Context: an optimization exercise on an open-source flow, tuned for small area and a short achievable clock period. The choices shown serve that exercise and are no tape-out recipe. RTL that was checked went through simulation tests only; none was proved equivalent to the original. The flow treats the clock pin as an ideal source. Dropping or thinning the clock tree relies on that and would not hold on a real chip.

== job 6695 ==
// mul16_top
module mul16_top(
    input clk,
    input [15:0] a,
    input [15:0] b,
    output reg [31:0] res
);
    reg [15:0] a_r, b_r;
    wire [31:0] p;
    multiplier u_mul(.a(a_r), .b(b_r), .res(p));
    always @(posedge clk) begin
        a_r <= a;
        b_r <= b;
        res <= p;
    end
endmodule
Settings: LEC_CHECK=0, CAP_MARGIN=20, CORE_MARGIN=2, CORE_UTILIZATION=60, SLEW_MARGIN=20, SYNTH_HIERARCHICAL=1; clock period 22.0 ns.
standard.sh (not shown) runs the stock make flow with config.mk's settings and CLKGATE_MAP_FILE= SYNTH_SCRIPT=/design/flow/synth_recipe.tcl, a recipe that flattens the netlist after the stock synthesis.
==> flow/flow/run.sh <==
#!/bin/bash
# Own layout flow: the standard ORFS flow (standard.sh), with
#  - port buffers of a small, fast buffer cell instead of the default delay buffer;
#  - the clock tree rebuilt after CTS as one level of four buffers driven by the clock
#    port (flatten_clock_core.tcl), which shortens the clock's insertion delay for all
#    registers alike;
#  - after that, and after global routing, timing repair aiming for setup slack above a
#    margin, so that the design is sized for the period it can reach rather than left at
#    minimum size by the loose clock.
# make's output goes to standard.log here; ORFS keeps each step's log in orfs/logs.
set -euo pipefail
cd "$(dirname "$0")/.."
export FLOW_DIR_OWN="$PWD/flow"
export FLOW_SETUP_MARGIN=16.93
export SETUP_MOVE_SEQUENCE=sizeup,swap
export FLOW_IN_REG_CELL=sky130_fd_sc_hd__dfxtp_4
export FLOW_CLK_LEAF_CELL=sky130_fd_sc_hd__clkbuf_8
export BUFFER_PORTS_ARGS="-buffer_cell sky130_fd_sc_hd__buf_1"
export CTS_ARGS="-sink_clustering_enable -repair_clock_nets -dont_use_dummy_load -buf_list sky130_fd_sc_hd__clkbuf_8"
export POST_CTS_TCL="$PWD/flow/flatten_clock_post.tcl"
export PRE_GLOBAL_ROUTE_TCL="$PWD/flow/grt_margin.tcl"
bash standard.sh > standard.log 2>&1
==> flow/flow/flatten_clock_post.tcl <==
source $::env(FLOW_DIR_OWN)/flatten_clock_core.tcl
if {[info exists ::env(FLOW_IN_REG_CELL)] && $::env(FLOW_IN_REG_CELL) ne ""} {
  foreach inst [get_cells {a_r* b_r*}] {
    replace_cell $inst $::env(FLOW_IN_REG_CELL)
  }
}
# optionally a stronger cell for the buffers that drive the output ports
if {[info exists ::env(FLOW_OUT_BUF_CELL)] && $::env(FLOW_OUT_BUF_CELL) ne ""} {
  foreach bt [[ord::get_db_block] getBTerms] {
    if {[$bt getIoType] ne "OUTPUT"} { continue }
    foreach it [[$bt getNet] getITerms] {
      if {[$it isOutputSignal]} {
        replace_cell [get_cells [[$it getInst] getName]] $::env(FLOW_OUT_BUF_CELL)
      }
    }
  }
}
detailed_placement
estimate_parasitics -placement
# size the design for the period it can reach: repair setup against a margin
set ::env(SETUP_SLACK_MARGIN) $::env(FLOW_SETUP_MARGIN)
repair_timing_helper
detailed_placement
check_placement -verbose
==> flow/flow/grt_margin.tcl <==
# the global-route stage's timing repair uses the same setup margin as after CTS
set ::env(SETUP_SLACK_MARGIN) $::env(FLOW_SETUP_MARGIN)
Other scripts of this flow, unchanged in this note and not shown: flow/flow/flatten_clock_core.tcl
## Diff of input files: job 4549 against job 6695
Settings: swapping 60 for 55 in CORE_UTILIZATION.
diff --git a/flow/flow/run.sh b/flow/flow/run.sh
--- a/flow/flow/run.sh
+++ b/flow/flow/run.sh
@@ -13,4 +13,3 @@
 export FLOW_DIR_OWN="$PWD/flow"
-export FLOW_SETUP_MARGIN=16.93
-export SETUP_MOVE_SEQUENCE=sizeup,swap
+export FLOW_SETUP_MARGIN=0
 export FLOW_IN_REG_CELL=sky130_fd_sc_hd__dfxtp_4
The endpoint of the worst setup timing path comes out res[19] in one run and res[27] in the other, namely in job 6695 and job 4549 respectively. Cmp job 4549 vs job 6695: final cell area excluding filler cells lower in job 4549. Job 4549 has global routing usage on met1 below what job 6695 had. Job 4549 has less setup slack than job 6695. Job 4549 vs job 6695 — die boundary width climbed by a few percent. Job 4549 reports a higher sequential share of layout area than job 6695 does. [job 4549] fraction of final layout cells sized beyond drive strength 1 fell 8.3 points relative to job 6695. Job 6695 has a higher post-synthesis to final-layout area growth than job 4549. Of job 6695 and job 4549, job 4549 shows the higher routed wire length, with job 6695 below it.
--- input diff job 4549..job 6915 ---
Settings: CORE_UTILIZATION now 60, was 55.
diff --git a/flow/flow/run.sh b/flow/flow/run.sh
--- a/flow/flow/run.sh
+++ b/flow/flow/run.sh
@@ -13,4 +13,5 @@
 export FLOW_DIR_OWN="$PWD/flow"
-export FLOW_SETUP_MARGIN=0
-export FLOW_IN_REG_CELL=sky130_fd_sc_hd__dfxtp_4
+export FLOW_SETUP_MARGIN=16.93
+export SETUP_MOVE_SEQUENCE=sizeup,swap
+export FLOW_IN_REG_CELL=
 export FLOW_CLK_LEAF_CELL=sky130_fd_sc_hd__clkbuf_8
Findings:
- Capture point of the worst path = res[19]: job 6915; capture point of the worst path = res[27]: job 4549
- Compared with job 4549, job 6915 shows a signed area change from the synthesized netlist to the final layout that is 3.0 points higher.
- Comparing job 6915 and job 4549, the higher critical path depth was measured on job 4549.
No run of this note included a check of the RTL's function; only the layout flow was run. No run of this note takes its clock network from TritonCTS; it comes from the design's own scripts or RTL.

---

Setup of JK:
Another version of the RTL of mul16_top (not shown whole).
Size in the first run: roughly 810 cells after synthesis, ~64 flip-flops, about 65 I/O pins.
==> flow/config.mk <==
export PLATFORM = sky130hd
export DESIGN_NAME = mul16_top
export DESIGN_NICKNAME = mul16_top
export VERILOG_FILES = /design/flow/design.v
export SDC_FILE = /design/flow/constraint.sdc
export NUM_CORES = 4
export LEC_CHECK = 0
export CAP_MARGIN = 20
export CORE_MARGIN = 2
export CORE_UTILIZATION = 40
export SLEW_MARGIN = 20
export SYNTH_HIERARCHICAL = 1
==> flow/constraint.sdc <==
create_clock -name core_clock -period 22.0 [get_ports {clk}]
set_input_delay 4.4000 -clock core_clock [delete_from_list [all_inputs] [get_ports {clk}]]
set_output_delay 4.4000 -clock core_clock [all_outputs]
set_load 0.01 [all_outputs]
==> flow/flow/run.sh <==
#!/bin/bash
# Own layout flow: the standard ORFS flow (standard.sh), with
#  - port buffers of a small, fast buffer cell instead of the default delay buffer,
#  - clock tree built from one buffer type and without dummy loads.
# Every tool's output goes to standard.log here; ORFS keeps per-step logs in orfs/logs.
set -euo pipefail
cd "$(dirname "$0")/.."
export BUFFER_PORTS_ARGS="-buffer_cell sky130_fd_sc_hd__buf_1"
export CTS_ARGS="-sink_clustering_enable -repair_clock_nets -dont_use_dummy_load -buf_list sky130_fd_sc_hd__clkbuf_8"
bash standard.sh > standard.log 2>&1
Every stage of the flow completed for JK, and the final layout passed the timing, DRC and antenna checks.
The inputs of MS differ from those of JK as listed below.
==> flow/run.sh (new file) <==
#!/bin/bash
# synth_recipe.tcl (not shown) runs the flow's synth.tcl, then flattens the netlist and writes it again
# the make line also repeats each setting of config.mk as NAME=value (left out here)
make -C /OpenROAD-flow-scripts/flow DESIGN_CONFIG=/design/flow/config.mk WORK_HOME=/design/flow/orfs CLKGATE_MAP_FILE= SYNTH_SCRIPT=/design/flow/synth_recipe.tcl finish
removed: flow/flow/run.sh
removed: flow/standard.sh
Results
- Comparing JK against MS, there is no change at all in number of buffers created by CTS.
- MS vs. JK: met1 usage went down 1.3 points, final standard cell area without fillers now sits higher, detailed-router iteration count before antenna repair shrank by 1, core utilization climbed 2.8 points.
- MS against JK: endpoint arrival time on the critical path now smaller; via count of the first global-routing pass went up by about 5%.
- Taking JK as the reference, in MS hold slack has decreased, detailed-route via count has increased.

---

mul16_top, a different RTL version from the one above (not shown whole).
Size in the first run: roughly 65 I/O pins, ~8400 um2 of cells after synthesis.
clock: 22.0 ns
lec_check: 0
cap_margin: 20
core_margin: 2
core_utilization: 40
cts_buf_list: sky130_fd_sc_hd__clkbuf_8
slew_margin: 20
synth_hierarchical: 1
run.sh (not shown) runs the stock make flow with config.mk's settings and CLKGATE_MAP_FILE= SYNTH_SCRIPT=/design/flow/synth_recipe.tcl, a recipe that flattens the netlist after the stock synthesis.
Stock flow here: none of the scripts above is used.
==> next run, changes <==
CORE_UTILIZATION = 70   (was 40)
CTS_BUF_LIST = unset   (was sky130_fd_sc_hd__clkbuf_8)
=> Cell area drops by 0.95%; area after synthesis stays the same; wire length fell by about 4%; non-clock buffer count does not change; global-route usage rose by 14 points.
==> next run, changes <==
CORE_UTILIZATION = 55   (was 70)
After rerunning: The new run produced a clean layout. Final cell count went up by 4.4%. Via count went down by 5.0%. Fmax went up by about 2.1%. Clock skew barely changes. Wire length went up by about 2%. Die area went up by about 26%. Flip-flop and latch count is unchanged.
==> next run, changes <==
ABC_CLOCK_PERIOD_IN_PS = 1000   (was unset)
CORE_UTILIZATION = 40   (was 55)
The new run completed with no timing, DRC or antenna violations.
Sequential cell count stays the same.
Utilization falls by 17 points.
Sequential share of layout area falls by 0.11 points.
Area after synthesis does not change.
Final cell count rises by 9.0%.
Worst setup slack loses 0.014 ns.
Routed wire length rises by about 3%.
Final area rises by about 0.8%.
==> next run, changes <==
ABC_CLOCK_PERIOD_IN_PS = unset   (was 1000)
Register-to-register slack stays flat.
Count of clock-buffer cells in the layout is unchanged.
Fmax is unchanged.
Via count stays the same.
Cell area does not change.
Setup slack is unchanged.
Routed wire length does not change.
First-iteration DRC count does not change.
Synthesized area stays the same.

---

== job 104 ==
mul16_top, a different RTL version from the one above (not shown whole).
For scale: ~850 cells after synthesis, ~64 flip-flops, roughly 65 I/O pins, ~8500 um^2 of cells after synthesis.
Design mul16_top, start of the top module:
module mul16_top(
    input clk,
    input [15:0] a,
    input [15:0] b,
    output reg [31:0] res
);
Settings: LEC_CHECK=0, CAP_MARGIN=20, CORE_MARGIN=2, CORE_UTILIZATION=40, SLEW_MARGIN=20, SYNTH_HIERARCHICAL=1; clock period 22.0 ns.
[inputs] job 103 vs job 104
==> flow/flow/run.sh (new file) <==
#!/bin/bash
# Own layout flow: the standard ORFS flow (standard.sh), with
#  - port buffers of a small, fast buffer cell instead of the default delay buffer,
#  - clock tree built from one buffer type and without dummy loads.
#  - timing repair aiming for setup slack above a margin, so that the design is sized for
#    the period it can reach rather than left at minimum size by the loose clock.
# Every tool's output goes to standard.log here; ORFS keeps per-step logs in orfs/logs.
set -euo pipefail
cd "$(dirname "$0")/.."
export BUFFER_PORTS_ARGS="-buffer_cell sky130_fd_sc_hd__buf_1"
export CTS_ARGS="-sink_clustering_enable -repair_clock_nets -dont_use_dummy_load -buf_list sky130_fd_sc_hd__clkbuf_8"
export SETUP_SLACK_MARGIN=16.7
bash standard.sh > standard.log 2>&1
==> flow/standard.sh (new file) <==
#!/bin/bash
# synth_recipe.tcl (not shown) runs the flow's synth.tcl, then flattens the netlist and writes it again
# the make line also repeats each setting of config.mk as NAME=value (left out here)
make -C /OpenROAD-flow-scripts/flow DESIGN_CONFIG=/design/flow/config.mk WORK_HOME=/design/flow/orfs CLKGATE_MAP_FILE= SYNTH_SCRIPT=/design/flow/synth_recipe.tcl "${@:-finish}"
removed: flow/run.sh
[summary]
Post-synthesis cell area came out exactly the same in job 104 and job 103.
Register share of the cell area is lower on job 104
Job 103 vs. job 104: maximum frequency increased by about 12% relative to the old numbers; buffer share of cell area lost 0.23 points; mean post-synth cell area has remained practically unchanged.
Going from job 104 to job 103, first-pass GRT wire length decreased by about 2% relative to the old numbers, time the worst path needs with I/O delays and setup now smaller, final critical-path setup slack grew by 0.61 ns.
No run of this note included a check of the RTL's function; only the layout flow was run.

## separate check: timing with driven ports
The flow's constraints put no driver on any port. The routed layouts listed below were extracted and timed again, unchanged, in two steps. Step 1 sets driving cells, clkbuf_16 on the clock port and buf_2 on the other inputs (assumed; they add their load-dependent delay and slew). Step 2 times the ports against the registers' clock, not the clock port: input delays grow and output delays shrink by t, the midpoint of the rising clock arrivals with the driver on. a / b / c = ideal ports / drivers / drivers and shift; a / b = the first two.
| run | t (ns) | setup slack, ns | worst setup path after step 2 | worst slew at a driven data input, ns |
|---|---|---|---|---|
| job 6695 | 0.232 | 16.965 / 16.893 / 16.984 | register to register | 0.04 |
| job 4549 | 0.234 | 16.751 / 16.751 / 16.751 | register to register | 0.07 |
| job 6915 | 0.233 | 16.963 / 16.891 / 16.970 | register to register | 0.05 |
| JK | 0.409 | 16.258 / 16.258 / 16.258 | register to register | 0.04 |
| MS | 0.387 | 16.333 / 16.319 / 16.333 | register to register | 0.04 |
| the first run of note 3 | 0.425 | 16.347 / 16.306 / 16.347 | register to register | 0.04 |
| the second run of note 3 | 0.386 | 16.274 / 16.274 / 16.274 | register to register | 0.04 |
| the third run of note 3 | 0.390 | 16.394 / 16.350 / 16.403 | register to register | 0.04 |
| the fourth run of note 3 | 0.387 | 16.379 / 16.344 / 16.379 | register to register | 0.04 |
| the fifth run of note 3 | 0.387 | 16.379 / 16.344 / 16.379 | register to register | 0.04 |
| job 104 | 0.387 | 16.159 / 16.159 / 16.159 | register to register | 0.04 |
| job 103 | 0.399 | 16.765 / 16.725 / 16.872 | register to register | 0.03 |
After both steps setup and hold are still met in every run listed.
